This design comes from an exercise in tuning for small area and a short achievable clock period on the open sky130 flow, not from production work.
RTL that was checked went through simulation tests only; none was proved equivalent to the original.
No functional check of the RTL was part of run 1.
No activity file was given, so power comes from the tool's default toggle rates.

==> flow/design.v (outline; a module is shown in full before it is edited, if it fits) <==
// module fa: 4 lines
// module ha: 4 lines
// module top_fp_mul_N32_M23_E8: 1341 lines
module top_fp_mul_N32_M23_E8(input  wire clk,
                             input  wire [31:0] a1,
                             input  wire [31:0] b1,
                             output wire [31:0] y);
  // ...
==> flow/flow/run.sh <==
#!/bin/bash
bash standard.sh MATCH_CELL_FOOTPRINT=0 "BUFFER_PORTS_ARGS=-buffer_cell sky130_fd_sc_hd__buf_2" finish > standard.log 2>&1
==> flow/standard.sh <==
#!/bin/bash
# synth_recipe.tcl (not shown) runs the flow's synth.tcl, then flattens the netlist and writes it again
# the make line also repeats each setting of config.mk as NAME=value (left out here)
make -C /OpenROAD-flow-scripts/flow DESIGN_CONFIG=/design/flow/config.mk WORK_HOME=/design/flow/orfs CLKGATE_MAP_FILE= SYNTH_SCRIPT=/design/flow/synth_recipe.tcl "${@:-finish}"
==> flow/config.mk <==
export PLATFORM = sky130hd
export DESIGN_NAME = top_fp_mul_N32_M23_E8
export DESIGN_NICKNAME = top_fp_mul_N32_M23_E8
export VERILOG_FILES = /design/flow/design.v
export SDC_FILE = /design/flow/constraint.sdc
export NUM_CORES = 4
export LEC_CHECK = 0
export ABC_AREA = 1
export CAP_MARGIN = 20
export CORE_MARGIN = 2
export CORE_UTILIZATION = 40
export CTS_CLUSTER_SIZE = 30
export PLACE_DENSITY = 0.75
export SETUP_SLACK_MARGIN = 3.75
export SLEW_MARGIN = 70
export SYNTH_HIERARCHICAL = 1
==> flow/constraint.sdc <==
create_clock -name core_clock -period 8.5 [get_ports {clk}]
set_input_delay 1.7000 -clock core_clock [delete_from_list [all_inputs] [get_ports {clk}]]
set_output_delay 1.7000 -clock core_clock [all_outputs]
set_load 0.01 [all_outputs]
==> impl_metrics.prom, run 1 <==
# TYPE chip_impl_metric gauge
chip_impl_info{name="status",value="no timing/DRC/antenna violations"} 1
chip_impl_info{name="r2r_start",value="ra_n[8]$_DFF_P_"} 1
chip_impl_metric{name="synth.ff_latch_count",unit=""} 128
chip_impl_metric{name="netSwitchingFraction",unit="%"} 48.6
chip_impl_metric{name="dp.cells",unit=""} 2257
chip_impl_metric{name="cts_made_buffers",unit=""} 17
chip_impl_metric{name="dpl-instance-area",unit="sq um"} 17200
chip_impl_metric{name="total_half_perimeter_wirelength_after_legalization_and_detailed_placement",unit="um"} 34600
chip_impl_metric{name="postLayoutCoreUtil",unit="%"} 45.1
chip_impl_info{name="critical_path.startpoint",value="ra_n[8]$_DFF_P_"} 1
chip_impl_metric{name="final_critical_period",unit="ns"} 4.65
chip_impl_info{name="holdCritStartpoint",value="re[6]$_DFF_P_"} 1
chip_impl_metric{name="fp.dieW",unit="um"} 205
chip_impl_metric{name="site_rows",unit=""} 73
chip_impl_metric{name="muxShareOfSynthArea",unit="%"} 0
chip_impl_metric{name="initial_utilization",unit="%"} 40.6
chip_impl_metric{name="met1Wirelength",unit="um"} 20300
chip_impl_metric{name="powerClk",unit="uW"} 724
chip_impl_info{name="reg.largest.list",value="rx: 25 flops, ra_n: 23 flops, ry: 23 flops"} 1
chip_impl_metric{name="worstPathRequired",unit="ns"} 8.87
chip_impl_metric{name="final_nets",unit=""} 2154
chip_impl_metric{name="hold-worst-slack",unit="ns"} 0.325
chip_impl_metric{name="synth_top_cell_area_share",unit="%"} 33.2
chip_impl_metric{name="sequential_cell_area",unit="sq um"} 2620
chip_impl_metric{name="syn_area",unit="sq um"} 16200
chip_impl_metric{name="clockPowerShare",unit="%"} 10.1
chip_impl_metric{name="maximum_number_of_buffers_from_clock_root_to_sink",unit=""} 2
==> run 2, diff against run 1 <==
--- a/flow/design.v
+++ b/flow/design.v
@@ -1275,37 +1275,37 @@
   wire cg19 = (lx[19] & ly[19]) | ((lx[19] | ly[19]) & cg17);
   wire cp19 = (lx[19] | ly[19]) & cp17;
   wire cg20 = cg18 | (cp18 & cg19);
   wire cp20 = cp18 & cp19;
   wire cg21 = cg20 | (cp20 & cg16);
   wire cp21 = cp20 & cp16;
   wire [22:22] lsum;
   assign lsum[22] = cg21;
-  wire q_h22 = c231 ^ s250;
-  wire q_k22 = c231 & s250;
-  wire q_p22s = q_h22 ^ lsum[22];
-  wire q_c23s = q_k22 | (q_h22 & lsum[22]);
+  wire [0:0] mx = {c231 ^ s250};    
+  wire [0:0] my = {c231 & s250};    
   wire [24:0] hx = {(c579 ^ n11), (c577 ^ s578), (c573 ^ s576), (c569 ^ s572), (c563 ^ s568), (c557 ^ s562), (c549 ^ s556), (c541 ^ s548), (c531 ^ s540), (c521 ^ s530), (c509 ^ s520), (c497 ^ s508), (c483 ^ s496), (c469 ^ s482), (c453 ^ s468), (c437 ^ s452), (c419 ^ s436), (c401 ^ s418), (c381 ^ s400), (c361 ^ s380), (c339 ^ s360), (c317 ^ s338), c295, c273, s272};
   wire [23:0] hy = {(c579 & n11), (c577 & s578), (c573 & s576), (c569 & s572), (c563 & s568), (c557 & s562), (c549 & s556), (c541 & s548), (c531 & s540), (c521 & s530), (c509 & s520), (c497 & s508), (c483 & s496), (c469 & s482), (c453 & s468), (c437 & s452), (c419 & s436), (c401 & s418), (c381 & s400), (c361 & s380), (c339 & s360), (c317 & s338), s316, s294};
   reg  [24:0] rx;           
   reg  [23:0] ry;
-  reg         rp22, rc23, rS2, rs2;
+  reg  [0:0] rmx, rmy;     
+  reg         rcj, rS2, rs2;
   reg  [7:0]  re2;
   always @(posedge clk) begin
     rx   <= hx;
     ry   <= hy;
-    rp22 <= q_p22s;
-    rc23 <= q_c23s;
+    rmx  <= mx;
+    rmy  <= my;
+    rcj  <= lsum[22];
     rS2  <= rS;
     rs2  <= rs;
     re2  <= re;
   end
-  wire q_p22 = rp22;
-  wire q_c23 = rc23;
+  wire q_p22 = rmx[0] ^ rcj;
+  wire q_c23 = rmy[0] | (rmx[0] & rcj);
   wire r1 = q_p22 | rS2;
   wire r0 = q_p22 & rS2;
   wire q_p0 = rx[0] ^ q_c23;
   wire q_g0 = rx[0] & q_c23;
   wire ci_n  = q_g0;                  
   wire ci_r0 = q_g0 | (q_p0 & r0);
   wire ci_r1 = q_g0 | (q_p0 & r1);
   wire [24:1] p, g;
==> run 2 against run 1 <==
Effect of this change: still clean on timing, DRC and antenna; non-clock buffer count did not move; via count rose by 3.6%; fmax rose by 2.3%; power barely moved; global-route usage fell by 0.094 points; sequential cell count rose by 1; synthesized cell count rose by 1.8%; sequential power barely moved; utilization fell by 0.65 points; largest power group unchanged.
==> impl_metrics.prom, run 2 <==
# TYPE chip_impl_metric gauge
chip_impl_info{name="synth_area_leader",value="sky130_fd_sc_hd__fa_1"} 1
chip_impl_metric{name="grt_util_met1",unit="%"} 30.8
chip_impl_info{name="rsz0062_at_grt",value="yes"} 1
chip_impl_metric{name="total_leakage_power",unit="uW"} 0.00790
chip_impl_metric{name="period_utilisation_layout",unit="%"} 53.5
chip_impl_metric{name="dpl-instance-area",unit="sq um"} 17400
chip_impl_metric{name="synth.ff_latch_count",unit=""} 129
chip_impl_metric{name="initial_utilization",unit="%"} 40.3
chip_impl_metric{name="setup_viol",unit=""} 0
chip_impl_metric{name="largest_reg_flops",unit=""} 25
chip_impl_metric{name="ys_types",unit=""} 51
chip_impl_info{name="status",value="no timing/DRC/antenna violations"} 1
chip_impl_metric{name="synth_top_cell_area_share",unit="%"} 32.8
chip_impl_metric{name="fp.dieH",unit="um"} 206
chip_impl_metric{name="area_growth_syn_to_layout",unit="%"} 10.4
chip_impl_metric{name="drt-total-wl",unit="um"} 49200
chip_impl_metric{name="cp_data_arrival_time",unit="ns"} 2.84
chip_impl_metric{name="antennaDiodeCount",unit=""} 0
chip_impl_info{name="most_common_cell_after_layout_fill_and_taps_aside",value="sky130_fd_sc_hd__xor2_1"} 1
chip_impl_metric{name="met2_usage",unit="%"} 35.1
chip_impl_metric{name="cts_made_buffers",unit=""} 17
chip_impl_metric{name="tightest_slew_margin_relative_to_the_limit",unit="%"} 70.5
chip_impl_metric{name="worst_skew_pair_later_pin_latency",unit="ns"} 0.43
chip_impl_info{name="synth.cells.most_frequent",value="294 x sky130_fd_sc_hd__xor2_1, 268 x sky130_fd_sc_hd__fa_1, 243 x sky130_fd_sc_hd__o22ai_1"} 1
chip_impl_metric{name="setup_total_negative_slack",unit="ns"} 0
chip_impl_metric{name="gpl.final_weighted_congestion",unit=""} 0.900
chip_impl_metric{name="global_route.overflow_total",unit=""} 0
chip_impl_metric{name="maxCapViolCount",unit=""} 0
chip_impl_info{name="reg.largest.list",value="rx: 25 flops, ra_n: 23 flops, ry: 23 flops"} 1
chip_impl_info{name="critical_path.slowest_cell",value="sky130_fd_sc_hd__ha_1"} 1
chip_impl_metric{name="yosysWarnings",unit=""} 7
chip_impl_metric{name="clockPowerShare",unit="%"} 10.3
chip_impl_metric{name="netSwitchingFraction",unit="%"} 48.9
chip_impl_metric{name="global_route.usage.total",unit="%"} 23.3
chip_impl_metric{name="first_pass_grt_wire_length",unit="um"} 76900
chip_impl_metric{name="final_max_slew_viol_count",unit=""} 0
chip_impl_metric{name="dp.cells",unit=""} 2301
chip_impl_metric{name="mappedNetlistNets",unit=""} 2157
chip_impl_metric{name="initialDrtViolationCount",unit=""} 1504
chip_impl_info{name="yosys.cell_count.top_type",value="sky130_fd_sc_hd__xor2_1"} 1
chip_impl_info{name="grt-busiest-layer",value="met2"} 1
chip_impl_metric{name="post-route-cell-area",unit="sq um"} 18100
chip_impl_metric{name="worstMarginPinSlew",unit="ns"} 0.443
chip_impl_metric{name="routedWlPerCell",unit="um"} 21.1
chip_impl_metric{name="cpPeakStageDelay",unit="ns"} 0.35
chip_impl_metric{name="multi_input_comb_area",unit="sq um"} 12800
chip_impl_metric{name="synth_edf_count",unit=""} 0
chip_impl_metric{name="fillCellCount",unit=""} 3753
chip_impl_info{name="timing.setup.critical_path_class",value="flip-flop to primary output"} 1
chip_impl_metric{name="vdd_ir_drop_max",unit="V"} 0.000210
chip_impl_metric{name="site_rows",unit=""} 74
chip_impl_metric{name="drtPass1Iterations",unit=""} 6
chip_impl_metric{name="skew",unit="ns"} 0.00944
chip_impl_metric{name="power-per-cell-area",unit="nW/um^2"} 396
chip_impl_metric{name="final_nets",unit=""} 2186
chip_impl_metric{name="use_met3",unit="%"} 8.26
chip_impl_metric{name="final_critical_period",unit="ns"} 4.54
chip_impl_metric{name="dr_vias_cell",unit=""} 5.94
chip_impl_metric{name="final-instance-count-excl-fill",unit=""} 2337
chip_impl_metric{name="place_ws",unit="ns"} 4.06
chip_impl_metric{name="number_of_sinks_driven_by_the_clock_tree",unit=""} 129
chip_impl_metric{name="syn_area",unit="sq um"} 16400
chip_impl_metric{name="gate_count_after_technology_mapping",unit=""} 1763
chip_impl_info{name="synth_top_flop_cell",value="sky130_fd_sc_hd__dfxtp_1"} 1
chip_impl_info{name="worstPathCellList",value="ha_1 > a21o_1 > a21oi_2 > o21bai_4 > nand2_1 > nand2_2 > nand2_2 > nand2_2 > nand2_1 > nand3_1 > nand2_4 > nand2_4 > o21ai_2 > buf_2"} 1
chip_impl_info{name="synth_top_cells_by_area",value="sky130_fd_sc_hd__fa_1 33%, sky130_fd_sc_hd__dfxtp_1 16%, sky130_fd_sc_hd__xor2_1 16%"} 1
chip_impl_metric{name="initial_antenna_violation_count",unit=""} 0
chip_impl_metric{name="drc_errors",unit=""} 0
chip_impl_metric{name="achievable-frequency",unit="MHz"} 220
chip_impl_metric{name="power.sequential.fraction",unit="%"} 14.1
chip_impl_metric{name="internal_power",unit="uW"} 3660
chip_impl_metric{name="synthArstFlopShare",unit="%"} 0
chip_impl_metric{name="port_buffers",unit=""} 96
chip_impl_metric{name="largest_net_degree_at_the_start_of_global_routing",unit=""} 42
chip_impl_info{name="timing.critical_path.mode_cell",value="sky130_fd_sc_hd__nand2_2"} 1
chip_impl_metric{name="fp.dieW",unit="um"} 206
chip_impl_metric{name="detail-route-antenna-nets",unit=""} 0
chip_impl_info{name="layout.cells.most_common_list",value="294 x sky130_fd_sc_hd__xor2_1, 268 x sky130_fd_sc_hd__fa_1, 243 x sky130_fd_sc_hd__o22ai_1, 217 x sky130_fd_sc_hd__nand2_1, 121 x sky130_fd_sc_hd__dfxtp_1"} 1
chip_impl_metric{name="total_half_perimeter_wirelength_after_legalization_and_detailed_placement",unit="um"} 33600
chip_impl_info{name="timing.critical_path.from_type",value="flip-flop"} 1
chip_impl_metric{name="fp.coreArea",unit="sq um"} 40600
chip_impl_info{name="hp-class",value="flip-flop to flip-flop"} 1
chip_impl_metric{name="final_hold_viol_count",unit=""} 0
chip_impl_metric{name="die_area",unit="sq um"} 42500
chip_impl_metric{name="vias_in_the_first_global_route",unit=""} 14241
chip_impl_info{name="cts_root_buffer",value="sky130_fd_sc_hd__clkbuf_16"} 1
chip_impl_metric{name="count_of_boundary_i_o_pins",unit=""} 97
chip_impl_metric{name="sequential_cell_area",unit="sq um"} 2610
chip_impl_metric{name="power_frac_comb",unit="%"} 75.5
chip_impl_metric{name="critical_path_peak_fanout",unit=""} 20
chip_impl_metric{name="worstPathRequired",unit="ns"} 6.80
chip_impl_metric{name="timing.final.ws_setup",unit="ns"} 3.96
chip_impl_metric{name="synthesis.area_per_instance",unit="sq um"} 9.28
chip_impl_metric{name="total_switching_power",unit="uW"} 3500
chip_impl_info{name="register_with_the_most_flip_flops",value="rx"} 1
chip_impl_metric{name="dr_total_vias",unit=""} 13885
chip_impl_metric{name="clk_pin_slew",unit="ns"} 0.06
chip_impl_info{name="worst_setup_path_end_kind",value="primary output"} 1
chip_impl_metric{name="share_of_final_layout_standard_cells_stronger_than_drive_strength_1",unit="%"} 12.5
chip_impl_metric{name="maximum_number_of_buffers_from_clock_root_to_sink",unit=""} 2
chip_impl_metric{name="postCtsHoldBufs",unit=""} 0
chip_impl_metric{name="register_area_share_after_synthesis",unit="%"} 15.8
chip_impl_metric{name="htreeDepth",unit=""} 4
chip_impl_info{name="cts_tree",value="built"} 1
[run 2: area by class of cell]
cell class | instances | area share [%]
Multi-Input combinational cell | 1368 | 70.8
Sequential cell | 129 | 14.5
Tap cell | 532 | 3.68
Clock inverter | 13 | 0.817
Inverter | 130 | 2.78
Timing Repair Buffer | 146 | 4.96
Clock buffer | 19 | 2.51
[run 2: final timing paths]
kind                                  startpoint  slack (ns)           to  cells after the start
worst min register to register        rs$_DFF_P_        0.33  rs2$_DFF_P_                      0
worst max register to register  ra_n[17]$_DFF_P_        4.40  rcj$_DFF_P_                     16
worst max-delay path               rx[2]$_DFF_P_        3.96        y[15]                     14
worst min-delay path                  rs$_DFF_P_        0.33  rs2$_DFF_P_                      0
[run 2: metrics by stage]
| stage | total power [uW] | hold WS, ns | util, % |
|---|---|---|---|
| after floorplan | 4710 | 0.310 | - |
| after global placement | 6030 | 0.311 | 42.6 |
| after detailed placement | 6240 | 0.315 | 42.7 |
| after CTS | 7070 | 0.330 | 44.2 |
| after global routing | 7960 | 0.331 | 44.5 |
| final | 7160 | 0.327 | 44.5 |
[run 2: critical path, delay by kind of cell (launching register included)]
family | cells | cell delay [ns]
simple gates | 8 | 0.92
fa+ha+maj | 1 | 0.35
flops | 1 | 0.30
buf+inv | 1 | 0.17
compound gates | 4 | 0.69
[run 2: logic make-up after synthesis]
logic type | count (synthesis) | synth area share (%)
simple gates | 337 | 8.51
xor+xnor | 318 | 17.0
flops | 129 | 15.8
buf+inv | 268 | 6.42
mux | 1 | 0.0688
fa+ha+maj | 329 | 37.4
compound gates | 381 | 14.8
[run 2: repair_timing]
item	4_1_cts	5_1_grt
gates cloned	0	2
pin swaps	0	1
setup endpoints to repair	21	31
resized for setup	3	9
setup buffers	0	2
[run 2: per-layer routing]
metal	routed length, um	part of all wire, %
met1	19000	39
met2	21500	44
met3	6970	14
met4	1720	3.5
met5	0	0
[run 2: Yosys stat by module (local to each module, per instance)]
module | cell area, sq um | flops+latches
fa | 20.0 | 0
ha | 12.5 | 0
top_fp_mul_N32_M23_E8 | 10800 | 129
[run 2: power by group through the flow]
stage                     sequential [uW]  combinational (uW)  clock [uW]
after floorplan                       970                3740           0
after global placement               1020                5010           0
after detailed placement             1020                5220           0
after CTS                            1010                5310         750
after global routing                 1030                6140         782
final                                1010                5410         740
==> run 3, diff against run 2 <==
--- a/flow/config.mk
+++ b/flow/config.mk
@@ -5,7 +5,7 @@
 export SDC_FILE = /design/flow/constraint.sdc
 export NUM_CORES = 4
 export LEC_CHECK = 0
-export ABC_AREA = 1
+export ABC_AREA = 0
 export CAP_MARGIN = 20
 export CORE_MARGIN = 2
 export CORE_UTILIZATION = 40
==> run 3 against run 2 <==
Effect of this change: global-route usage is 0.86 points higher; synthesized cell count is 7.8% lower; combinational power is 6.8% higher; cell count is 7.1% lower; highest routed layer unchanged; routed wire length is 1.8% higher; sequential power is 11% higher; via count is 4.8% lower; area after synthesis is 1.4% lower; clock power is 3% lower.
==> impl_metrics.prom, run 3 <==
# TYPE chip_impl_metric gauge
chip_impl_metric{name="synth_edf_count",unit=""} 0
chip_impl_metric{name="initialDrtViolationCount",unit=""} 1470
chip_impl_metric{name="maximum_number_of_buffers_from_clock_root_to_sink",unit=""} 2
chip_impl_metric{name="skew",unit="ns"} 0.0136
chip_impl_metric{name="fp.dieH",unit="um"} 205
chip_impl_metric{name="yosysWarnings",unit=""} 7
chip_impl_metric{name="final_max_slew_viol_count",unit=""} 0
chip_impl_info{name="timing.critical_path.from_type",value="flip-flop"} 1
chip_impl_metric{name="die_area",unit="sq um"} 42000
chip_impl_metric{name="htreeDepth",unit=""} 4
chip_impl_metric{name="post-route-cell-area",unit="sq um"} 18000
chip_impl_metric{name="setup_total_negative_slack",unit="ns"} 0
chip_impl_metric{name="detail-route-antenna-nets",unit=""} 0
chip_impl_metric{name="setup_viol",unit=""} 0
chip_impl_info{name="cts_tree",value="built"} 1
chip_impl_metric{name="count_of_boundary_i_o_pins",unit=""} 97
chip_impl_metric{name="final-instance-count-excl-fill",unit=""} 2172
chip_impl_metric{name="clk_pin_slew",unit="ns"} 0.07
chip_impl_metric{name="synthArstFlopShare",unit="%"} 0
chip_impl_metric{name="mappedNetlistNets",unit=""} 2020
chip_impl_metric{name="syn_area",unit="sq um"} 16100
chip_impl_info{name="layout.cells.most_common_list",value="314 x sky130_fd_sc_hd__xnor2_1, 267 x sky130_fd_sc_hd__fa_1, 246 x sky130_fd_sc_hd__o22ai_1, 104 x sky130_fd_sc_hd__dfxtp_1, 96 x sky130_fd_sc_hd__buf_2"} 1
chip_impl_info{name="hp-class",value="flip-flop to flip-flop"} 1
chip_impl_metric{name="register_area_share_after_synthesis",unit="%"} 16.0
chip_impl_metric{name="achievable-frequency",unit="MHz"} 215
chip_impl_metric{name="final_hold_viol_count",unit=""} 0
chip_impl_metric{name="worstMarginPinSlew",unit="ns"} 0.470
chip_impl_info{name="cts_root_buffer",value="sky130_fd_sc_hd__clkbuf_16"} 1
chip_impl_metric{name="final_nets",unit=""} 2028
chip_impl_metric{name="vias_in_the_first_global_route",unit=""} 13709
chip_impl_metric{name="gpl.final_weighted_congestion",unit=""} 1.04
chip_impl_metric{name="worst_skew_pair_later_pin_latency",unit="ns"} 0.44
chip_impl_metric{name="number_of_sinks_driven_by_the_clock_tree",unit=""} 129
chip_impl_metric{name="synth_xor_area_share",unit="%"} 18.3
chip_impl_metric{name="tightest_slew_margin_relative_to_the_limit",unit="%"} 68.4
chip_impl_metric{name="largest_net_degree_at_the_start_of_global_routing",unit=""} 38
chip_impl_metric{name="synth_fa_ha_area_share",unit="%"} 38.4
chip_impl_metric{name="maxCapViolCount",unit=""} 0
chip_impl_metric{name="global_route.usage.total",unit="%"} 24.2
chip_impl_metric{name="cts_made_buffers",unit=""} 17
chip_impl_info{name="synth_top_family_by_area",value="adder cells"} 1
chip_impl_metric{name="critical_path_peak_fanout",unit=""} 6
chip_impl_metric{name="period_utilisation_layout",unit="%"} 54.7
chip_impl_metric{name="initial_antenna_violation_count",unit=""} 0
chip_impl_metric{name="vdd_ir_drop_max",unit="V"} 0.000229
chip_impl_metric{name="ys_types",unit=""} 58
chip_impl_metric{name="postCtsHoldBufs",unit=""} 0
chip_impl_metric{name="synthesis.area_per_instance",unit="sq um"} 9.93
chip_impl_info{name="most_common_cell_after_layout_fill_and_taps_aside",value="sky130_fd_sc_hd__xnor2_1"} 1
chip_impl_metric{name="synth-simple-area-share",unit="%"} 4.70
chip_impl_metric{name="drc_errors",unit=""} 0
chip_impl_info{name="timing.setup.critical_path_class",value="flip-flop to primary output"} 1
chip_impl_metric{name="hold-worst-slack",unit="ns"} 0.326
chip_impl_metric{name="cp_data_arrival_time",unit="ns"} 2.95
chip_impl_metric{name="drtPass1Iterations",unit=""} 5
chip_impl_metric{name="area_growth_syn_to_layout",unit="%"} 11.4
chip_impl_metric{name="fp.dieW",unit="um"} 205
chip_impl_info{name="worst_setup_path_end_kind",value="primary output"} 1
chip_impl_metric{name="site_rows",unit=""} 73
chip_impl_info{name="synth_top_flop_cell",value="sky130_fd_sc_hd__dfxtp_1"} 1
chip_impl_info{name="synth_top_cells_by_area",value="sky130_fd_sc_hd__fa_1 33%, sky130_fd_sc_hd__xnor2_1 17%, sky130_fd_sc_hd__dfxtp_1 16%"} 1
chip_impl_metric{name="drt-total-wl",unit="um"} 50100
chip_impl_metric{name="synthesized_area_fraction_occupied_by_ao_oa_aoi_and_oai_cells",unit="%"} 16.7
chip_impl_metric{name="total_leakage_power",unit="uW"} 0.00665
chip_impl_metric{name="dpl-instance-area",unit="sq um"} 17100
chip_impl_metric{name="routedWlPerCell",unit="um"} 23.1
chip_impl_metric{name="fp.coreArea",unit="sq um"} 39800
chip_impl_info{name="status",value="no timing/DRC/antenna violations"} 1
chip_impl_info{name="synth_area_leader",value="sky130_fd_sc_hd__fa_1"} 1
chip_impl_metric{name="first_pass_grt_wire_length",unit="um"} 77900
chip_impl_metric{name="dr_total_vias",unit=""} 13214
chip_impl_metric{name="muxShareOfSynthArea",unit="%"} 0.457
chip_impl_metric{name="gate_count_after_technology_mapping",unit=""} 1626
chip_impl_info{name="reg.largest.list",value="rx: 25 flops, ra_n: 23 flops, ry: 23 flops"} 1
chip_impl_info{name="synth.cells.most_frequent",value="318 x sky130_fd_sc_hd__xnor2_1, 268 x sky130_fd_sc_hd__fa_1, 246 x sky130_fd_sc_hd__o22ai_1"} 1
chip_impl_metric{name="power-per-cell-area",unit="nW/um^2"} 424
chip_impl_metric{name="total_half_perimeter_wirelength_after_legalization_and_detailed_placement",unit="um"} 34500
chip_impl_info{name="yosys.cell_count.top_type",value="sky130_fd_sc_hd__xnor2_1"} 1
chip_impl_metric{name="synth_top_cell_area_share",unit="%"} 33.2
chip_impl_metric{name="initial_utilization",unit="%"} 40.5
chip_impl_metric{name="worstPathRequired",unit="ns"} 6.80
chip_impl_metric{name="dp.cells",unit=""} 2125
chip_impl_metric{name="final_critical_period",unit="ns"} 4.65
chip_impl_metric{name="port_buffers",unit=""} 96
chip_impl_info{name="rsz0062_at_grt",value="yes"} 1
chip_impl_info{name="register_with_the_most_flip_flops",value="rx"} 1
chip_impl_metric{name="share_of_final_layout_standard_cells_stronger_than_drive_strength_1",unit="%"} 15.5
chip_impl_metric{name="antennaDiodeCount",unit=""} 0
chip_impl_metric{name="dr_vias_cell",unit=""} 6.08
chip_impl_metric{name="synth.ff_latch_count",unit=""} 129
chip_impl_metric{name="largest_reg_flops",unit=""} 25
chip_impl_metric{name="global_route.overflow_total",unit=""} 0
-- run 3: cells by family (layout without fill, tap and decap cells) --
family | Yosys count | after routing
AOI/OAI and AO/OA | 427 | 427
xor gates and xnor gates | 338 | 338
adders and majority gates | 335 | 335
buffers and inverters | 227 | 248
DFF | 129 | 129
muxes | 7 | 7
and+or+nand+nor | 163 | 163
-- run 3: layer usage --
layer	vias up	GRT usage (%)	share of wire (%)
met5	-	0	0
met4	0	11.0	4.3
met3	179	6.70	11
met2	905	38.0	45
met1	6522	31.0	39
li1	5608	-	-
-- run 3: area by class of cell --
| class | instances | area (sq um) |
|---|---|---|
| fill | 3753 | 21800 |
| multi-input combinational | 1270 | 12900 |
| sequential | 129 | 2660 |
| timing repair buffer | 141 | 850 |
| tap | 525 | 657 |
| clock buffer | 17 | 425 |
| inverter | 75 | 327 |
| clock inverter | 15 | 161 |
-- run 3: Yosys stat by module, one instance, submodules excluded --
module | times used | cell area [sq um]
ha | 20 | 12.5
top_fp_mul_N32_M23_E8 | 1 | 10600
fa | 264 | 20.0
-- run 3: through the flow --
stage / total power (uW) / utilization, % / worst slack, ns
2_1_floorplan: 4970 / - / 3.96
3_3_place_gp: 6410 / 42.5 / 3.47
3_5_place_dp: 6640 / 42.9 / 3.64
4_1_cts: 7520 / 44.7 / 3.75
5_1_grt: 8460 / 45.2 / 3.70
6_report: 7630 / 45.2 / 3.85
-- run 3: worst paths after layout --
path | from | endpoint | slack (ns) | cells after the start
worst max-delay path | rcj$_DFF_P_ | y[18] | 3.85 | 11
worst min-delay path | re[5]$_DFF_P_ | re2[5]$_DFF_P_ | 0.33 | 0
worst max register to register | ra_n[8]$_DFF_P_ | rcj$_DFF_P_ | 3.87 | 13
worst min register to register | re[5]$_DFF_P_ | re2[5]$_DFF_P_ | 0.33 | 0
-- run 3: power breakdown --
part	switching [uW]	internal [uW]	leakage, uW
Sequential	253	868	0.00109
Clock	326	395	0.000291
Combinational	3070	2720	0.00527
Total	3640	3980	0.00665
-- run 3: worst max-delay path: stages (launching register included) --
cell	delay [ns]
sky130_fd_sc_hd__dfxtp_2	0.35
sky130_fd_sc_hd__ha_1	0.18
sky130_fd_sc_hd__or2_2	0.31
sky130_fd_sc_hd__ha_2	0.32
sky130_fd_sc_hd__o21ai_0	0.10
sky130_fd_sc_hd__nand2b_2	0.16
sky130_fd_sc_hd__buf_6	0.15
sky130_fd_sc_hd__a211oi_4	0.09
sky130_fd_sc_hd__or4b_1	0.49
sky130_fd_sc_hd__a41oi_2	0.15
sky130_fd_sc_hd__a21o_1	0.11
sky130_fd_sc_hd__buf_2	0.12
-- run 3: timing repair --
| item | CTS | global route |
|---|---|---|
| endpoints found under the setup margin | 30 | 20 |
| buffers inserted | 8 | 7 |
| pin swaps | 6 | 6 |
| gates resized for setup | 14 | 23 |
==> run 4, diff against run 3 <==
--- a/flow/config.mk
+++ b/flow/config.mk
@@ -5,12 +5,12 @@
 export SDC_FILE = /design/flow/constraint.sdc
 export NUM_CORES = 4
 export LEC_CHECK = 0
-export ABC_AREA = 0
+export ABC_AREA = 1
 export CAP_MARGIN = 20
 export CORE_MARGIN = 2
 export CORE_UTILIZATION = 40
 export CTS_CLUSTER_SIZE = 30
 export PLACE_DENSITY = 0.75
-export SETUP_SLACK_MARGIN = 3.75
+export SETUP_SLACK_MARGIN = 4.0
 export SLEW_MARGIN = 70
 export SYNTH_HIERARCHICAL = 1
==> run 4 against run 3 <==
Effect of this change: sequential power down 9%; die area up 1.4%; highest routed layer unchanged; sequential share of layout area down 0.55 points; power down 3.8%; clock skew down 0.0028 ns.
==> impl_metrics.prom, run 4 <==
# TYPE chip_impl_metric gauge
chip_impl_info{name="status",value="no timing/DRC/antenna violations"} 1
chip_impl_info{name="cts_tree",value="built"} 1
chip_impl_metric{name="critPathBufInv",unit=""} 3
chip_impl_metric{name="dr_total_vias",unit=""} 14053
chip_impl_metric{name="global_route.overflow_total",unit=""} 0
chip_impl_metric{name="fp.dieH",unit="um"} 206
chip_impl_metric{name="final-instance-count-excl-fill",unit=""} 2354
chip_impl_metric{name="routedWlPerCell",unit="um"} 21.3
chip_impl_metric{name="vdd_ir_drop_max",unit="V"} 0.000210
chip_impl_metric{name="first_pass_grt_wire_length",unit="um"} 78000
chip_impl_metric{name="initial_antenna_violation_count",unit=""} 0
chip_impl_info{name="layout.cells.most_common_list",value="294 x sky130_fd_sc_hd__xor2_1, 267 x sky130_fd_sc_hd__fa_1, 243 x sky130_fd_sc_hd__o22ai_1, 215 x sky130_fd_sc_hd__nand2_1, 120 x sky130_fd_sc_hd__inv_1"} 1
chip_impl_metric{name="fillCellCount",unit=""} 3710
chip_impl_metric{name="period_utilisation_layout",unit="%"} 52.2
chip_impl_metric{name="share_of_final_layout_standard_cells_stronger_than_drive_strength_1",unit="%"} 14.2
chip_impl_metric{name="drt-total-wl",unit="um"} 50200
chip_impl_info{name="synth.cells.most_frequent",value="294 x sky130_fd_sc_hd__xor2_1, 268 x sky130_fd_sc_hd__fa_1, 243 x sky130_fd_sc_hd__o22ai_1"} 1
chip_impl_metric{name="skew",unit="ns"} 0.0108
chip_impl_metric{name="register_area_share_after_synthesis",unit="%"} 15.8
chip_impl_metric{name="synth_top_cell_area_share",unit="%"} 32.8
chip_impl_metric{name="detail-route-antenna-nets",unit=""} 0
chip_impl_info{name="critical_path.slowest_cell",value="sky130_fd_sc_hd__dfxtp_2"} 1
chip_impl_metric{name="total_leakage_power",unit="uW"} 0.00805
chip_impl_info{name="timing.setup.critical_path_class",value="flip-flop to primary output"} 1
chip_impl_metric{name="r2r.worst_path.cells",unit=""} 16
chip_impl_metric{name="global_route.usage.total",unit="%"} 23.7
chip_impl_info{name="timing.critical_path.from_type",value="flip-flop"} 1
chip_impl_info{name="reg.largest.list",value="rx: 25 flops, ra_n: 23 flops, ry: 23 flops"} 1
chip_impl_info{name="holdCritStartpoint",value="re[6]$_DFF_P_"} 1
chip_impl_metric{name="initial_utilization",unit="%"} 40.3
chip_impl_metric{name="largest_net_degree_at_the_start_of_global_routing",unit=""} 28
chip_impl_metric{name="area_growth_syn_to_layout",unit="%"} 12.1
chip_impl_metric{name="gate_count_after_technology_mapping",unit=""} 1763
chip_impl_info{name="worstPathCellList",value="ha_4 > a21o_1 > a21oi_2 > o21bai_4 > nand2_2 > nand2_4 > nand2_4 > nand2_4 > nand2_4 > nand4_1 > buf_6 > nand2_8 > clkinv_8 > nand2_1 > nand2_1 > buf_2"} 1
chip_impl_metric{name="dp.cells",unit=""} 2301
chip_impl_metric{name="synth_edf_count",unit=""} 0
chip_impl_metric{name="drtPass1Iterations",unit=""} 6
chip_impl_metric{name="critical_path_peak_fanout",unit=""} 7
chip_impl_info{name="synth_area_leader",value="sky130_fd_sc_hd__fa_1"} 1
chip_impl_metric{name="drc_errors",unit=""} 0
chip_impl_info{name="reg2reg_to",value="rcj$_DFF_P_"} 1
chip_impl_metric{name="number_of_sinks_driven_by_the_clock_tree",unit=""} 129
chip_impl_metric{name="final_critical_period",unit="ns"} 4.44
chip_impl_metric{name="mappedNetlistNets",unit=""} 2157
chip_impl_info{name="yosys.cell_count.top_type",value="sky130_fd_sc_hd__xor2_1"} 1
chip_impl_info{name="worst_setup_path_end_kind",value="primary output"} 1
chip_impl_metric{name="total_half_perimeter_wirelength_after_legalization_and_detailed_placement",unit="um"} 33600
chip_impl_metric{name="worstPathRequired",unit="ns"} 6.80
chip_impl_metric{name="gpl.final_weighted_congestion",unit=""} 0.900
chip_impl_metric{name="worst_skew_pair_later_pin_latency",unit="ns"} 0.43
chip_impl_metric{name="clk_pin_slew",unit="ns"} 0.06
chip_impl_metric{name="power-per-cell-area",unit="nW/um^2"} 400
chip_impl_metric{name="dpl-instance-area",unit="sq um"} 17400
chip_impl_metric{name="post-route-cell-area",unit="sq um"} 18400
chip_impl_metric{name="setup_viol",unit=""} 0
chip_impl_metric{name="final_max_slew_viol_count",unit=""} 0
chip_impl_metric{name="r2r_setup_slk",unit="ns"} 4.38
chip_impl_info{name="register_with_the_most_flip_flops",value="rx"} 1
chip_impl_metric{name="ys_types",unit=""} 51
chip_impl_info{name="synth_top_cells_by_area",value="sky130_fd_sc_hd__fa_1 33%, sky130_fd_sc_hd__dfxtp_1 16%, sky130_fd_sc_hd__xor2_1 16%"} 1
chip_impl_metric{name="cp_data_arrival_time",unit="ns"} 2.74
chip_impl_info{name="worst_hold_path.endpoint",value="re2[6]$_DFF_P_"} 1
chip_impl_metric{name="die_area",unit="sq um"} 42500
chip_impl_metric{name="vias_in_the_first_global_route",unit=""} 14410
chip_impl_metric{name="tightest_slew_margin_relative_to_the_limit",unit="%"} 70.6
chip_impl_info{name="cts_root_buffer",value="sky130_fd_sc_hd__clkbuf_16"} 1
chip_impl_info{name="r2r_start",value="ra_n[17]$_DFF_P_"} 1
chip_impl_metric{name="final_nets",unit=""} 2203
chip_impl_metric{name="initialDrtViolationCount",unit=""} 1642
chip_impl_info{name="most_common_cell_after_layout_fill_and_taps_aside",value="sky130_fd_sc_hd__xor2_1"} 1
chip_impl_metric{name="worst-path-stages",unit=""} 16
chip_impl_info{name="hp-class",value="flip-flop to flip-flop"} 1
chip_impl_metric{name="maxCapViolCount",unit=""} 0
chip_impl_metric{name="htreeDepth",unit=""} 4
chip_impl_metric{name="count_of_boundary_i_o_pins",unit=""} 97
chip_impl_metric{name="largest_reg_flops",unit=""} 25
chip_impl_metric{name="synthArstFlopShare",unit="%"} 0
chip_impl_info{name="worst_path_dominant_cell_family",value="simple AND/OR/NAND/NOR gates"} 1
chip_impl_metric{name="maximum_number_of_buffers_from_clock_root_to_sink",unit=""} 2
chip_impl_metric{name="synthesis.area_per_instance",unit="sq um"} 9.28
chip_impl_metric{name="cts_made_buffers",unit=""} 17
chip_impl_metric{name="site_rows",unit=""} 74
chip_impl_metric{name="min_delay_path_depth",unit=""} 0
chip_impl_metric{name="cpPeakStageDelay",unit="ns"} 0.33
chip_impl_metric{name="fp.coreArea",unit="sq um"} 40600
chip_impl_metric{name="worstMarginPinSlew",unit="ns"} 0.440
chip_impl_info{name="rsz0062_at_grt",value="yes"} 1
chip_impl_metric{name="setup_total_negative_slack",unit="ns"} 0
chip_impl_metric{name="dr_vias_cell",unit=""} 5.97
chip_impl_info{name="synth_top_flop_cell",value="sky130_fd_sc_hd__dfxtp_1"} 1
chip_impl_metric{name="fp.dieW",unit="um"} 206
chip_impl_metric{name="antennaDiodeCount",unit=""} 0
chip_impl_metric{name="synth.ff_latch_count",unit=""} 129
chip_impl_metric{name="achievable-frequency",unit="MHz"} 225
chip_impl_metric{name="port_buffers",unit=""} 96
chip_impl_metric{name="final_hold_viol_count",unit=""} 0
chip_impl_metric{name="yosysWarnings",unit=""} 7
chip_impl_metric{name="syn_area",unit="sq um"} 16400
chip_impl_metric{name="fin_total_pwr",unit="uW"} 7340
chip_impl_info{name="timing.critical_path.mode_cell",value="sky130_fd_sc_hd__nand2_4"} 1
run 4: changes by cell type after synthesis, moves of 23 or more:
| cell | delta |
|---|---|
| sky130_fd_sc_hd__xnor2_1 | -294 |
| sky130_fd_sc_hd__xor2_1 | +274 |
| sky130_fd_sc_hd__nand2_1 | +181 |
| sky130_fd_sc_hd__inv_1 | +60 |
| sky130_fd_sc_hd__a21oi_1 | -30 |
| sky130_fd_sc_hd__nand3_1 | +23 |
run 4: modules after synthesis (local to each module, per instance):
module,flip-flops and latches,cells,cell area [sq um]
top_fp_mul_N32_M23_E8,129,1479,10800
fa,0,1,20.0
ha,0,1,12.5
run 4: worst max-delay path by stage:
stage                                from       endpoint  slack [ns]
after floorplan           negr[2]$_DFF_P_  rx[8]$_DFF_P_        4.23
after detailed placement    rx[2]$_DFF_P_          y[11]        4.06
after CTS                   rx[1]$_DFF_P_          y[15]        4.03
after global routing        ry[1]$_DFF_P_          y[13]        3.93
after global placement      rx[2]$_DFF_P_          y[11]        4.14
final                       ry[1]$_DFF_P_          y[13]        4.06
run 4: kinds of logic (layout without fill, tap and decap cells):
group,Yosys count,after routing,share of synthesized area [%]
buffers and inverters,268,323,6.42
muxes,1,1,0.0688
and+or+nand+nor,337,341,8.51
DFF,129,129,15.8
xor gates and xnor gates,318,318,17.0
AOI/OAI and AO/OA,381,381,14.8
adders and majority gates,329,329,37.4
run 4: per-layer routing:
layer | vias to the layer above | part of all wire, % | GRT usage [%]
li1 | 5968 | - | -
met1 | 6856 | 39 | 31.0
met2 | 1048 | 44 | 35.9
met3 | 181 | 14 | 8.36
met4 | 0 | 3.8 | 9.16
met5 | - | 0 | 0
run 4: layout make-up:
| type | instances | area [sq um] | area share [%] |
|---|---|---|---|
| clock inverters | 13 | 148 | 0.805 |
| inverters | 130 | 505 | 2.75 |
| repair inverters | 2 | 20.0 | 0.109 |
| clock buffers | 19 | 454 | 2.48 |
| well taps | 532 | 666 | 3.63 |
| repair buffers | 159 | 1010 | 5.51 |
| flip-flops and latches | 129 | 2620 | 14.3 |
| multi-input cells | 1370 | 12900 | 70.5 |
run 4: stage by stage:
stage / worst slack (ns) / hold WS (ns) / utilization (%)
floorplan: 4.23 / 0.310 / -
global route: 3.93 / 0.331 / 45.1
finish: 4.06 / 0.327 / 45.1
detailed placement: 4.06 / 0.315 / 42.7
CTS: 4.03 / 0.330 / 44.6
global placement: 4.14 / 0.311 / 42.6
run 4: repair_timing:
action,in CTS,in global routing
pin swaps,5,12
setup endpoints to repair,31,31
gates resized for setup,18,23
cloned,5,1
setup buffers,4,11
hold buffers,0,0
run 4: power breakdown:
group | switching (uW) | total (uW) | internal (uW)
combinational | 3130 | 5580 | 2440
clock | 286 | 740 | 454
sequential | 161 | 1020 | 862
total | 3580 | 7340 | 3760
==> run 5, diff against run 4 <==
--- a/flow/config.mk
+++ b/flow/config.mk
@@ -11,6 +11,6 @@
 export CORE_UTILIZATION = 40
 export CTS_CLUSTER_SIZE = 30
 export PLACE_DENSITY = 0.75
-export SETUP_SLACK_MARGIN = 4.0
+export SETUP_SLACK_MARGIN = 4.25
 export SLEW_MARGIN = 70
 export SYNTH_HIERARCHICAL = 1
==> run 5 against run 4 <==
Effect of this change: still clean; hold slack lost 0.0043 ns; routed wire length grew 2.2%; cell count grew 0.25%; die area is the same; sequential cell count is the same; power grew 3.0%; area after synthesis is the same; critical path depth is the same; utilization grew 0.85 points; largest cell class unchanged.
==> impl_metrics.prom, run 5 <==
# TYPE chip_impl_metric gauge
chip_impl_metric{name="skew",unit="ns"} 0.0215
chip_impl_metric{name="synth_top_cell_area_share",unit="%"} 32.8
chip_impl_metric{name="clk_pin_slew",unit="ns"} 0.07
chip_impl_metric{name="share_of_final_layout_standard_cells_stronger_than_drive_strength_1",unit="%"} 16.0
chip_impl_metric{name="drt-total-wl",unit="um"} 51300
chip_impl_metric{name="initial_antenna_violation_count",unit=""} 0
chip_impl_metric{name="ys_types",unit=""} 51
chip_impl_metric{name="dr_vias_cell",unit=""} 5.97
chip_impl_metric{name="total_half_perimeter_wirelength_after_legalization_and_detailed_placement",unit="um"} 33600
chip_impl_info{name="register_with_the_most_flip_flops",value="rx"} 1
chip_impl_metric{name="gpl.final_weighted_congestion",unit=""} 0.904
chip_impl_metric{name="cts_made_buffers",unit=""} 17
chip_impl_info{name="hp-class",value="flip-flop to flip-flop"} 1
chip_impl_metric{name="maxCapViolCount",unit=""} 0
chip_impl_info{name="status",value="no timing/DRC/antenna violations"} 1
chip_impl_metric{name="final_max_slew_viol_count",unit=""} 0
chip_impl_metric{name="gate_count_after_technology_mapping",unit=""} 1763
chip_impl_metric{name="first_pass_grt_wire_length",unit="um"} 79100
chip_impl_metric{name="drtPass1Iterations",unit=""} 6
chip_impl_info{name="worst_path_dominant_cell_family",value="simple AND/OR/NAND/NOR gates"} 1
chip_impl_info{name="synth_area_leader",value="sky130_fd_sc_hd__fa_1"} 1
chip_impl_metric{name="largest_reg_flops",unit=""} 25
chip_impl_info{name="layout.cells.most_common_list",value="294 x sky130_fd_sc_hd__xor2_1, 267 x sky130_fd_sc_hd__fa_1, 243 x sky130_fd_sc_hd__o22ai_1, 195 x sky130_fd_sc_hd__nand2_1, 120 x sky130_fd_sc_hd__inv_1"} 1
chip_impl_metric{name="initial_utilization",unit="%"} 40.3
chip_impl_metric{name="mappedNetlistNets",unit=""} 2157
chip_impl_metric{name="initialDrtViolationCount",unit=""} 1660
chip_impl_info{name="timing.critical_path.from_type",value="flip-flop"} 1
chip_impl_metric{name="global_route.overflow_total",unit=""} 0
chip_impl_metric{name="vias_in_the_first_global_route",unit=""} 14738
chip_impl_metric{name="period_utilisation_layout",unit="%"} 51.2
chip_impl_metric{name="fillCellCount",unit=""} 3695
chip_impl_metric{name="global_route.usage.total",unit="%"} 24.1
chip_impl_metric{name="achievable-frequency",unit="MHz"} 230
chip_impl_info{name="timing.critical_path.mode_cell",value="sky130_fd_sc_hd__nand2_4"} 1
chip_impl_info{name="cts_root_buffer",value="sky130_fd_sc_hd__clkbuf_16"} 1
chip_impl_metric{name="final_hold_viol_count",unit=""} 0
chip_impl_metric{name="postCtsHoldBufs",unit=""} 0
chip_impl_metric{name="setup_total_negative_slack",unit="ns"} 0
chip_impl_metric{name="fp.dieH",unit="um"} 206
chip_impl_metric{name="final-instance-count-excl-fill",unit=""} 2360
chip_impl_metric{name="synthesis.area_per_instance",unit="sq um"} 9.28
chip_impl_metric{name="vdd_ir_drop_max",unit="V"} 0.000196
chip_impl_info{name="reg.largest.list",value="rx: 25 flops, ra_n: 23 flops, ry: 23 flops"} 1
chip_impl_metric{name="port_buffers",unit=""} 96
chip_impl_info{name="synth_top_flop_cell",value="sky130_fd_sc_hd__dfxtp_1"} 1
chip_impl_metric{name="final_critical_period",unit="ns"} 4.35
chip_impl_metric{name="min_delay_path_depth",unit=""} 0
chip_impl_metric{name="synth.ff_latch_count",unit=""} 129
chip_impl_metric{name="worst_skew_pair_later_pin_latency",unit="ns"} 0.44
chip_impl_metric{name="tightest_slew_margin_relative_to_the_limit",unit="%"} 69.2
chip_impl_metric{name="fp.coreArea",unit="sq um"} 40600
chip_impl_metric{name="total_leakage_power",unit="uW"} 0.00817
chip_impl_info{name="yosys.cell_count.top_type",value="sky130_fd_sc_hd__xor2_1"} 1
chip_impl_info{name="worstPathCellList",value="ha_1 > a21o_1 > a21oi_2 > o21bai_4 > nand2_2 > nand2_4 > nand2_4 > nand2_4 > nand2_4 > nand4_1 > buf_12 > nand2_8 > clkinv_8 > nand2_2 > nand2_1 > buf_2"} 1
chip_impl_metric{name="count_of_boundary_i_o_pins",unit=""} 97
chip_impl_metric{name="r2r.worst_path.cells",unit=""} 9
chip_impl_metric{name="die_area",unit="sq um"} 42500
chip_impl_metric{name="routedWlPerCell",unit="um"} 21.7
chip_impl_metric{name="detail-route-antenna-nets",unit=""} 0
chip_impl_info{name="rsz0062_at_grt",value="yes"} 1
chip_impl_metric{name="antennaDiodeCount",unit=""} 0
chip_impl_metric{name="dr_total_vias",unit=""} 14083
chip_impl_metric{name="dp.cells",unit=""} 2301
chip_impl_metric{name="maximum_number_of_buffers_from_clock_root_to_sink",unit=""} 2
chip_impl_metric{name="largest_net_degree_at_the_start_of_global_routing",unit=""} 28
chip_impl_metric{name="cp_data_arrival_time",unit="ns"} 2.65
chip_impl_metric{name="hold-worst-slack",unit="ns"} 0.323
chip_impl_metric{name="fp.dieW",unit="um"} 206
chip_impl_metric{name="synthArstFlopShare",unit="%"} 0
chip_impl_metric{name="power-per-cell-area",unit="nW/um^2"} 405
chip_impl_info{name="worst_setup_path_end_kind",value="primary output"} 1
chip_impl_metric{name="htreeDepth",unit=""} 4
chip_impl_metric{name="worstPathRequired",unit="ns"} 6.80
chip_impl_metric{name="register_area_share_after_synthesis",unit="%"} 15.8
chip_impl_info{name="most_common_cell_after_layout_fill_and_taps_aside",value="sky130_fd_sc_hd__xor2_1"} 1
chip_impl_info{name="cts_tree",value="built"} 1
chip_impl_metric{name="cpPeakStageDelay",unit="ns"} 0.35
chip_impl_metric{name="synth_edf_count",unit=""} 0
chip_impl_metric{name="critPathBufInv",unit=""} 3
chip_impl_info{name="timing.setup.critical_path_class",value="flip-flop to primary output"} 1
chip_impl_metric{name="critical_path_peak_fanout",unit=""} 6
chip_impl_metric{name="number_of_sinks_driven_by_the_clock_tree",unit=""} 129
chip_impl_metric{name="worst-path-stages",unit=""} 16
chip_impl_metric{name="worstMarginPinSlew",unit="ns"} 0.456
chip_impl_metric{name="yosysWarnings",unit=""} 7
chip_impl_metric{name="drc_errors",unit=""} 0
chip_impl_info{name="synth.cells.most_frequent",value="294 x sky130_fd_sc_hd__xor2_1, 268 x sky130_fd_sc_hd__fa_1, 243 x sky130_fd_sc_hd__o22ai_1"} 1
chip_impl_info{name="critical_path.slowest_cell",value="sky130_fd_sc_hd__dfxtp_4"} 1
chip_impl_metric{name="final_nets",unit=""} 2209
chip_impl_metric{name="syn_area",unit="sq um"} 16400
chip_impl_info{name="synth_top_cells_by_area",value="sky130_fd_sc_hd__fa_1 33%, sky130_fd_sc_hd__dfxtp_1 16%, sky130_fd_sc_hd__xor2_1 16%"} 1
chip_impl_metric{name="site_rows",unit=""} 74
chip_impl_metric{name="area_growth_syn_to_layout",unit="%"} 14.2
chip_impl_metric{name="setup_viol",unit=""} 0
[run 5: cell count changes in the layout (fill, tap and decap cells not counted), sizes merged]
cell / before / now
buf: 159 / 163
inv: 135 / 137
bufinv: 2 / 3
clkbuf: 19 / 18
clkinvlp: 1 / 0
nand2: 228 / 229
[run 5: worst paths after layout]
kind	start	endpoint	slack [ns]
worst min-delay path	re[0]$_DFF_P_	re2[0]$_DFF_P_	0.32
worst max-delay path	rx[1]$_DFF_P_	y[12]	4.15
worst min register to register	re[0]$_DFF_P_	re2[0]$_DFF_P_	0.32
worst max register to register	ra_n[4]$_DFF_P_	rx[8]$_DFF_P_	4.38
[run 5: where the power goes]
group | switching, uW | total, uW | internal (uW)
sequential | 169 | 1030 | 864
combinational | 3220 | 5750 | 2530
clock | 300 | 779 | 479
[run 5: through the flow]
stage	total power (uW)	utilization [%]	instance area (sq um)	setup slack (ns)
final	7560	46.0	18700	4.15
after global placement	6020	42.6	17300	3.99
after detailed placement	6220	42.8	17400	4.07
after CTS	7320	45.2	18400	4.14
after floorplan	4710	-	16400	4.27
after global routing	8340	46.0	18700	4.03
[run 5: cell type report]
class / instances / area (sq um) / area share [%]
timing repair buffer: 163 / 1110 / 5.94
multi-input combinational: 1371 / 13100 / 70.2
tap: 532 / 666 / 3.56
clock buffer: 18 / 439 / 2.35
clock inverter: 14 / 194 / 1.04
inverter: 130 / 508 / 2.72
timing repair inverter: 3 / 33.8 / 0.181
sequential: 129 / 2620 / 14.0
[run 5: timing repair]
item | 4_1_cts | 5_1_grt
gates cloned | 7 | 1
gates resized for setup | 54 | 52
pin swaps | 17 | 18
endpoints found under the setup margin | 31 | 32
buffers inserted | 12 | 7
[run 5: routing by layer]
metal | global-route usage, % | vias to the layer above | wire (um)
met2 | 38.1 | 1064 | 23300
met3 | 8.17 | 180 | 6570
li1 | - | 5983 | -
met4 | 9.46 | 0 | 1820
met1 | 30.4 | 6856 | 19500
met5 | 0 | - | 0
[run 5: logic make-up (layout without fill, tap and decap cells)]
logic type	after synthesis	count (layout)	synth area share, %
AO/OA/AOI/OAI	381	381	14.8
AND/OR/NAND/NOR	337	342	8.51
adder cells (fa/ha/maj)	329	329	37.4
XOR/XNOR	318	318	17.0
buffers and inverters	268	328	6.42
flip-flops	129	129	15.8
multiplexers	1	1	0.0688
[run 5: per-module statistics from Yosys, one instance, submodules excluded]
module / cells inside / copies in the design
ha: 1 / 20
fa: 1 / 264
top_fp_mul_N32_M23_E8: 1479 / 1
==> run 6, diff against run 5 <==
--- a/flow/config.mk
+++ b/flow/config.mk
@@ -8,9 +8,9 @@
 export ABC_AREA = 1
 export CAP_MARGIN = 20
 export CORE_MARGIN = 2
-export CORE_UTILIZATION = 40
+export CORE_UTILIZATION = 50
 export CTS_CLUSTER_SIZE = 30
-export PLACE_DENSITY = 0.75
-export SETUP_SLACK_MARGIN = 4.25
+export PLACE_DENSITY = 0.8
+export SETUP_SLACK_MARGIN = 4.0
 export SLEW_MARGIN = 70
 export SYNTH_HIERARCHICAL = 1
==> run 6 against run 5 <==
Effect of this change: routed wire length fell by 6.7%; area after synthesis did not move; critical path type unchanged; sequential share of layout area rose by 0.53 points; die area fell by 20%; utilization rose by 10 points; synthesized cell count did not move; sequential cell count did not move; clock power fell by 8.0%; still clean on timing, DRC and antenna; power fell by 3.8%; hold slack improved by 0.0020 ns.
==> impl_metrics.prom, run 6 <==
# TYPE chip_impl_metric gauge
chip_impl_info{name="status",value="no timing/DRC/antenna violations"} 1
chip_impl_metric{name="internal_power",unit="uW"} 3720
chip_impl_info{name="worst_path_dominant_cell_family",value="simple AND/OR/NAND/NOR gates"} 1
chip_impl_metric{name="worstPathRequired",unit="ns"} 6.80
chip_impl_metric{name="htreeDepth",unit=""} 4
chip_impl_info{name="reg.largest.list",value="rx: 25 flops, ra_n: 23 flops, ry: 23 flops"} 1
chip_impl_metric{name="r2r.worst_path.cells",unit=""} 10
chip_impl_metric{name="fillCellCount",unit=""} 2758
chip_impl_metric{name="cpPeakStageDelay",unit="ns"} 0.33
chip_impl_metric{name="die_area",unit="sq um"} 34200
chip_impl_metric{name="vias_in_the_first_global_route",unit=""} 14199
chip_impl_metric{name="maxCapViolCount",unit=""} 0
chip_impl_metric{name="initialDrtViolationCount",unit=""} 1903
chip_impl_info{name="synth_top_flop_cell",value="sky130_fd_sc_hd__dfxtp_1"} 1
chip_impl_metric{name="share_of_final_layout_standard_cells_stronger_than_drive_strength_1",unit="%"} 14.5
chip_impl_info{name="timing.critical_path.from_type",value="flip-flop"} 1
chip_impl_metric{name="critical_path_peak_fanout",unit=""} 5
chip_impl_metric{name="worst_skew_pair_later_pin_latency",unit="ns"} 0.44
chip_impl_metric{name="fin_total_pwr",unit="uW"} 7270
chip_impl_metric{name="total_half_perimeter_wirelength_after_legalization_and_detailed_placement",unit="um"} 32000
chip_impl_info{name="cts_root_buffer",value="sky130_fd_sc_hd__clkbuf_16"} 1
chip_impl_metric{name="dp.cells",unit=""} 2203
chip_impl_metric{name="achievable-frequency",unit="MHz"} 226
chip_impl_metric{name="largest_net_degree_at_the_start_of_global_routing",unit=""} 28
chip_impl_info{name="r2r_start",value="negr[0]$_DFF_P_"} 1
chip_impl_info{name="critical_path.slowest_cell",value="sky130_fd_sc_hd__dfxtp_2"} 1
chip_impl_metric{name="routedWlPerCell",unit="um"} 21.2
chip_impl_info{name="worst_setup_path_end_kind",value="primary output"} 1
chip_impl_metric{name="ys_types",unit=""} 51
chip_impl_metric{name="clockPowerShare",unit="%"} 9.9
chip_impl_metric{name="antennaDiodeCount",unit=""} 0
chip_impl_metric{name="fp.dieH",unit="um"} 185
chip_impl_metric{name="final_hold_viol_count",unit=""} 0
chip_impl_info{name="synth_area_leader",value="sky130_fd_sc_hd__fa_1"} 1
chip_impl_info{name="synth_top_cells_by_area",value="sky130_fd_sc_hd__fa_1 33%, sky130_fd_sc_hd__dfxtp_1 16%, sky130_fd_sc_hd__xor2_1 16%"} 1
chip_impl_info{name="synth.cells.most_frequent",value="294 x sky130_fd_sc_hd__xor2_1, 268 x sky130_fd_sc_hd__fa_1, 243 x sky130_fd_sc_hd__o22ai_1"} 1
chip_impl_metric{name="final_max_slew_viol_count",unit=""} 0
chip_impl_metric{name="cts_made_buffers",unit=""} 17
chip_impl_metric{name="timing.final.ws_setup",unit="ns"} 4.08
chip_impl_metric{name="site_rows",unit=""} 66
chip_impl_info{name="worstPathCellList",value="ha_4 > a21o_1 > a21oi_2 > o21bai_4 > nand2_2 > nand2_4 > nand2_4 > nand2_4 > nand2_2 > nand3_2 > nand2_8 > nand2_4 > inv_8 > nand2_1 > nand2_1 > buf_2"} 1
chip_impl_metric{name="mappedNetlistNets",unit=""} 2157
chip_impl_metric{name="clk_pin_slew",unit="ns"} 0.07
chip_impl_metric{name="global_route.overflow_total",unit=""} 0
chip_impl_metric{name="yosysWarnings",unit=""} 7
chip_impl_metric{name="netSwitchingFraction",unit="%"} 48.9
chip_impl_metric{name="power_frac_comb",unit="%"} 75.7
chip_impl_metric{name="drc_errors",unit=""} 0
chip_impl_metric{name="min_delay_path_depth",unit=""} 0
chip_impl_info{name="layout.cells.most_common_list",value="294 x sky130_fd_sc_hd__xor2_1, 267 x sky130_fd_sc_hd__fa_1, 243 x sky130_fd_sc_hd__o22ai_1, 212 x sky130_fd_sc_hd__nand2_1, 120 x sky130_fd_sc_hd__inv_1"} 1
chip_impl_metric{name="fp.coreArea",unit="sq um"} 32400
chip_impl_info{name="rsz0062_at_grt",value="yes"} 1
chip_impl_metric{name="worst-path-stages",unit=""} 16
chip_impl_metric{name="tightest_slew_margin_relative_to_the_limit",unit="%"} 69.9
chip_impl_metric{name="vdd_ir_drop_max",unit="V"} 0.000237
chip_impl_metric{name="final_critical_period",unit="ns"} 4.42
chip_impl_metric{name="fp.dieW",unit="um"} 185
chip_impl_metric{name="worstMarginPinSlew",unit="ns"} 0.446
chip_impl_metric{name="drt-total-wl",unit="um"} 47800
chip_impl_info{name="hp-class",value="flip-flop to flip-flop"} 1
chip_impl_info{name="timing.setup.critical_path_class",value="flip-flop to primary output"} 1
chip_impl_info{name="yosys.cell_count.top_type",value="sky130_fd_sc_hd__xor2_1"} 1
chip_impl_metric{name="count_of_boundary_i_o_pins",unit=""} 97
chip_impl_metric{name="synth.ff_latch_count",unit=""} 129
chip_impl_metric{name="final-instance-count-excl-fill",unit=""} 2258
chip_impl_metric{name="number_of_sinks_driven_by_the_clock_tree",unit=""} 129
chip_impl_info{name="most_common_cell_after_layout_fill_and_taps_aside",value="sky130_fd_sc_hd__xor2_1"} 1
chip_impl_metric{name="gpl.final_weighted_congestion",unit=""} 0.922
chip_impl_info{name="holdCritStartpoint",value="rs$_DFF_P_"} 1
chip_impl_metric{name="drtPass1Iterations",unit=""} 7
chip_impl_info{name="timing.critical_path.mode_cell",value="sky130_fd_sc_hd__nand2_4"} 1
chip_impl_metric{name="register_area_share_after_synthesis",unit="%"} 15.8
chip_impl_metric{name="period_utilisation_layout",unit="%"} 52.0
chip_impl_metric{name="skew",unit="ns"} 0.0132
chip_impl_metric{name="initial_utilization",unit="%"} 50.6
chip_impl_metric{name="total_leakage_power",unit="uW"} 0.00800
chip_impl_info{name="cts_tree",value="built"} 1
chip_impl_metric{name="dr_total_vias",unit=""} 14024
chip_impl_metric{name="dpl-instance-area",unit="sq um"} 17200
chip_impl_info{name="critical_path.startpoint",value="ry[1]$_DFF_P_"} 1
chip_impl_metric{name="cp_data_arrival_time",unit="ns"} 2.72
chip_impl_metric{name="postCtsHoldBufs",unit=""} 0
chip_impl_metric{name="critPathBufInv",unit=""} 2
chip_impl_metric{name="global_route.usage.total",unit="%"} 28.2
chip_impl_metric{name="first_pass_grt_wire_length",unit="um"} 75000
chip_impl_metric{name="syn_area",unit="sq um"} 16400
chip_impl_metric{name="area_growth_syn_to_layout",unit="%"} 11.3
chip_impl_metric{name="post-route-cell-area",unit="sq um"} 18200
chip_impl_metric{name="port_buffers",unit=""} 96
chip_impl_metric{name="place_ws",unit="ns"} 4.03
chip_impl_metric{name="total_switching_power",unit="uW"} 3560
chip_impl_metric{name="detail-route-antenna-nets",unit=""} 0
chip_impl_metric{name="largest_reg_flops",unit=""} 25
chip_impl_metric{name="initial_antenna_violation_count",unit=""} 1
chip_impl_metric{name="final_nets",unit=""} 2197
chip_impl_metric{name="setup_viol",unit=""} 0
chip_impl_metric{name="power.sequential.fraction",unit="%"} 14.4
chip_impl_metric{name="synthArstFlopShare",unit="%"} 0
chip_impl_metric{name="setup_total_negative_slack",unit="ns"} 0
chip_impl_metric{name="dr_vias_cell",unit=""} 6.21
chip_impl_metric{name="power-per-cell-area",unit="nW/um^2"} 399
chip_impl_metric{name="synth_top_cell_area_share",unit="%"} 32.8
chip_impl_metric{name="maximum_number_of_buffers_from_clock_root_to_sink",unit=""} 2
chip_impl_info{name="register_with_the_most_flip_flops",value="rx"} 1
chip_impl_metric{name="gate_count_after_technology_mapping",unit=""} 1763
chip_impl_metric{name="synth_edf_count",unit=""} 0
chip_impl_metric{name="synthesis.area_per_instance",unit="sq um"} 9.28
run 6: timing repair:
action	CTS	global route
cloned	4	3
endpoints found under the setup margin	31	31
resized for setup	18	27
setup buffers	4	11
pin swaps	6	14
hold endpoints to repair	0	0
run 6: stage by stage:
step / utilization [%] / hold slack [ns]
finish: 56.3 / 0.325
global route: 56.3 / 0.329
CTS: 55.5 / 0.323
floorplan: - / 0.310
global placement: 52.9 / 0.310
detailed placement: 53.3 / 0.312
run 6: cell families after synthesis:
| kind of cell | after synthesis | share of synthesized area (%) |
|---|---|---|
| AO/OA/AOI/OAI | 381 | 14.8 |
| AND/OR/NAND/NOR | 337 | 8.51 |
| adder cells (fa/ha/maj) | 329 | 37.4 |
| XOR/XNOR | 318 | 17.0 |
| buffers and inverters | 268 | 6.42 |
| flip-flops | 129 | 15.8 |
| multiplexers | 1 | 0.0688 |
run 6: path summary, 6_finish.rpt:
check	slack, ns	endpoint
hold reg to reg	0.33	rs2$_DFF_P_
hold / removal	0.33	rs2$_DFF_P_
setup / recovery	4.08	y[13]
setup reg to reg	4.30	rx[6]$_DFF_P_
run 6: routing by layer:
layer	part of all wire [%]	wire length [um]	vias to the layer above	global-route usage [%]
met5	0	0	-	0
met1	37	17700	6751	35.7
met3	12	5940	250	8.61
met4	4.9	2350	0	12.3
met2	46	21800	1060	44.6
li1	-	-	5963	-
run 6: Yosys stat by module, one instance, submodules excluded:
module	cells inside	copies in the design	flip-flops and latches	cell area, sq um
fa	1	264	0	20.0
ha	1	20	0	12.5
top_fp_mul_N32_M23_E8	1479	1	129	10800
run 6: cell type report:
class | count | area, sq um | share of cell area [%]
well taps | 442 | 553 | 3.04
clock inverters | 14 | 148 | 0.810
repair buffers | 152 | 965 | 5.29
repair inverters | 3 | 36.3 | 0.199
multi-input cells | 1370 | 12900 | 70.9
clock buffers | 18 | 439 | 2.41
flip-flops and latches | 129 | 2650 | 14.6
inverters | 130 | 508 | 2.79
run 6: power by group through the flow:
| stage | registers (uW) | clock network, uW | logic (uW) |
|---|---|---|---|
| floorplan | 970 | 0 | 3740 |
| global placement | 1040 | 0 | 4840 |
| detailed placement | 1040 | 0 | 5120 |
| CTS | 1040 | 727 | 5330 |
| global route | 1070 | 760 | 6260 |
| finish | 1050 | 717 | 5510 |

-- afterwards: timing with drivers on the ports --
How much do the figures lean on ideal ports? The routed layouts below were timed once more, with nothing changed but the port constraints. Step 1 (the two cells are an assumption about what drives the block):
set clk [get_ports {clk}]
set_driving_cell -lib_cell sky130_fd_sc_hd__clkbuf_16 $clk
set_driving_cell -lib_cell sky130_fd_sc_hd__buf_2 [delete_from_list [all_inputs] $clk]
Step 2 also shifts input and output timing later by t, the mid clock arrival at the registers, as if the neighbouring blocks saw the same clock. a / b / c = ideal ports / drivers / drivers and shift; a / b = the first two.
run	shift t [ns]	slack for setup (ns)	hold slack, ns	worst setup path at the end	worst slew at a driven data input, ns
run 1	0.477	3.853 / 3.853 / 3.853	0.325 / 0.325 / 0.325	register to register	0.04
run 2	0.466	3.955 / 3.911 / 4.377	0.327 / 0.327 / 0.327	register to output	0.04
run 3	0.474	3.850 / 3.806 / 3.870	0.326 / 0.326 / 0.326	register to register	0.05
run 4	0.468	4.063 / 4.018 / 4.381	0.327 / 0.327 / 0.327	register to register	0.04
run 5	0.479	4.148 / 4.101 / 4.382	0.323 / 0.323 / 0.323	register to register	0.04
run 6	0.480	4.078 / 4.036 / 4.302	0.325 / 0.325 / 0.325	register to register	0.04
After both steps every run listed still meets setup and hold.
